What follows belongs to an exercise in optimizing a design on an open flow for a short achievable clock period and few clock cycles; a production flow would make more cautious choices.
Only simulation tests tie the RTL to the original design; equivalence was not proved.

// CPU
module CPU (
   input  [15:0] DATA_I,
   output [15:0] DATA_O,
   output [15:0] ADDR,
   output        RD,
   output        WR,
   input         CLK,
   input         RST
   );
For scale: ~4,000 cells after synthesis, about 640 flip-flops, ~52 I/O pins.
export LEC_CHECK = 0
export CAP_MARGIN = 20
export CORE_MARGIN = 2
export CORE_UTILIZATION = 40
export SLEW_MARGIN = 20
create_clock -name core_clock -period 14.0 [get_ports {CLK}]
standard.sh (not shown) runs the stock make flow with config.mk's settings and CLKGATE_MAP_FILE= SYNTH_SCRIPT=/design/flow/synth_recipe.tcl, a recipe that flattens the netlist after the stock synthesis.
==> flow/flow/run.sh <==
#!/bin/bash
# Standard ORFS layout (the standard.sh: its synthesis, floorplan, power
# grid, placement, CTS and routing), with three changes to how the timing
# repair works; the clock, the SDC and the design are the design's:
#  - the repair aims for a larger setup margin, so it sizes for speed;
#  - sizing may swap cells of different footprints;
#  - the port buffers are buf_4 cells instead of delay buffers.
set -euo pipefail
export SETUP_SLACK_MARGIN=${FLOW_SETUP_MARGIN:-11}
bash standard.sh MATCH_CELL_FOOTPRINT=0 \
  "BUFFER_PORTS_ARGS=-inputs -outputs -buffer_cell sky130_fd_sc_hd__buf_4" \
  finish > standard.log 2>&1
Testbench counts at the start, summed over its fixed seeds: cycles 32,384.
Change:
--- a/flow/design.v
+++ b/flow/design.v
@@ -293,54 +293,55 @@
    always @(posedge CLK)
      if (!RST) begin
         ADDR_R <= 16'h0000; DOUT_R <= 16'h0000; WR_R <= 1'b0;
      end else begin
         if (memop | redirect | fetch) ADDR_R <= addr_next;
         DOUT_R <= BBUS;
         WR_R   <= memop & I_ST;
      end
    always @(posedge CLK or negedge RST)
      if (!RST) begin
-        PF <= 1'b1; PL <= 1'b0; PLD <= 6'd0; DV <= 1'b0; LW <= 1'b0; LWD <= 6'd0;
-        FA <= 16'h0000; NXT <= 16'h0000;
-        D_PC1 <= 16'h0000; D_PR <= 1'b0; D_PT <= 1'b0; D_ALT <= 16'h0000; D_IX <= 2'd0;
+        PF <= 1'b1; PL <= 1'b0; DV <= 1'b0; LW <= 1'b0;
+        FA <= 16'h0000;
         QV <= 3'd0;
-        for (j = 0; j < N; j = j + 1) Q[j] <= {EW{1'b0}};
         RES <= 16'h0001; S <= 1'b0; C <= 1'b0; V <= 1'b0;
         for (k = 0; k < NB; k = k + 1) begin
-           BV[k] <= 1'b0; BTAG[k] <= 16'h0000; BTGT[k] <= 16'h0000; BPT[k] <= 1'b0;
+           BV[k] <= 1'b0;
         end
         BRP <= 2'd0;
      end else begin
         DV  <= PF & ~redirect;
         LW  <= PL;
-        LWD <= PLD;
         PL     <= memop & I_LD;
-        PLD    <= D0;
         if (memop) begin
            PF <= 1'b0;
         end else if (redirect) begin
            FA <= rtarget; PF <= 1'b1;
         end else if (fetch) begin
            FA <= succ; PF <= 1'b1;
         end else
            PF <= 1'b0;
-        if (PF) begin
-           NXT <= succ_new;
-           D_PC1 <= fa_inc; D_PR <= hit; D_PT <= hpt;
-           D_ALT <= hpt ? fa_2 : htgt; D_IX <= hix;
-        end
         QV <= qv_next;
-        for (j = 0; j < N; j = j + 1)
-           Q[j] <= tak[j] ? d_entry : shq[j];
         if (go & I_ALU) begin
            RES <= FOUT; S <= SOUT; C <= COUT; V <= VOUT;
         end
         if (go & I_BR & ~PR0) begin
-           BV[BRP] <= 1'b1; BTAG[BRP] <= P0 - 16'd1; BTGT[BRP] <= IMM;
-           BPT[BRP] <= cond; BRP <= BRP + 2'd1;
-        end else if (go & pbr)
-           BPT[IX0] <= cond;
-        else if (bad_head)
+           BV[BRP] <= 1'b1; BRP <= BRP + 2'd1;
+        end else if (bad_head)
            BV[IX0] <= 1'b0;
      end
+   always @(posedge CLK) begin
+      LWD <= PLD;
+      PLD <= D0;
+      if (PF) begin
+         NXT <= succ_new;
+         D_PC1 <= fa_inc; D_PR <= hit; D_PT <= hpt;
+         D_ALT <= hpt ? fa_2 : htgt; D_IX <= hix;
+      end
+      for (j = 0; j < N; j = j + 1)
+         Q[j] <= tak[j] ? d_entry : shq[j];
+      if (go & I_BR & ~PR0) begin
+         BTAG[BRP] <= P0 - 16'd1; BTGT[BRP] <= IMM; BPT[BRP] <= cond;
+      end else if (go & pbr)
+         BPT[IX0] <= cond;
+   end
 endmodule
Outcome: Wire length went down by 11%. Design area went down by 5.0%. Sequential share of layout area grows by 5.6 points. Worst setup slack loses 0.12 ns. Fmax is lower by 3.0%. Core utilization went up by 0.35 points. Clock-buffer cell count went down by 2. Die area is lower by 5.5%. Global-route usage fell by 1.8 points. Flip-flop and latch count stays the same. Hold slack is worse by 0.022 ns.
Testbench counts after the change, summed over its fixed seeds: cycles 32,384.

-- re-timing with driven ports --
No port has a modelled driver above. Below, the same layouts with a new extraction and two added sets of constraints.
Step 1 (the two cells are an assumption about what drives the block):
set clk [get_ports {CLK}]
set_driving_cell -lib_cell sky130_fd_sc_hd__clkbuf_16 $clk
set_driving_cell -lib_cell sky130_fd_sc_hd__buf_2 [delete_from_list [all_inputs] $clk]
Step 2 also shifts input and output timing later by t, the mid clock arrival at the registers, as if the neighbouring blocks saw the same clock.
a / b / c = no drivers / after step 1 / after step 2; a / b = the first two.
run | t, ns | slack for setup (ns) | clock arrival spread, ns | slew at the worst register clock pin (ns)
the first run | 0.725 | 10.057 / 10.015 / 9.473 | 0.034 / 0.034 | 0.07 / 0.07
the second run | 0.716 | 9.935 / 9.935 / 9.859 | 0.042 / 0.042 | 0.07 / 0.07
After both steps every run listed still meets setup and hold. The setup slack of the first run, which loses most, moves by -0.042 ns with the drivers and by -0.584 ns with both steps.
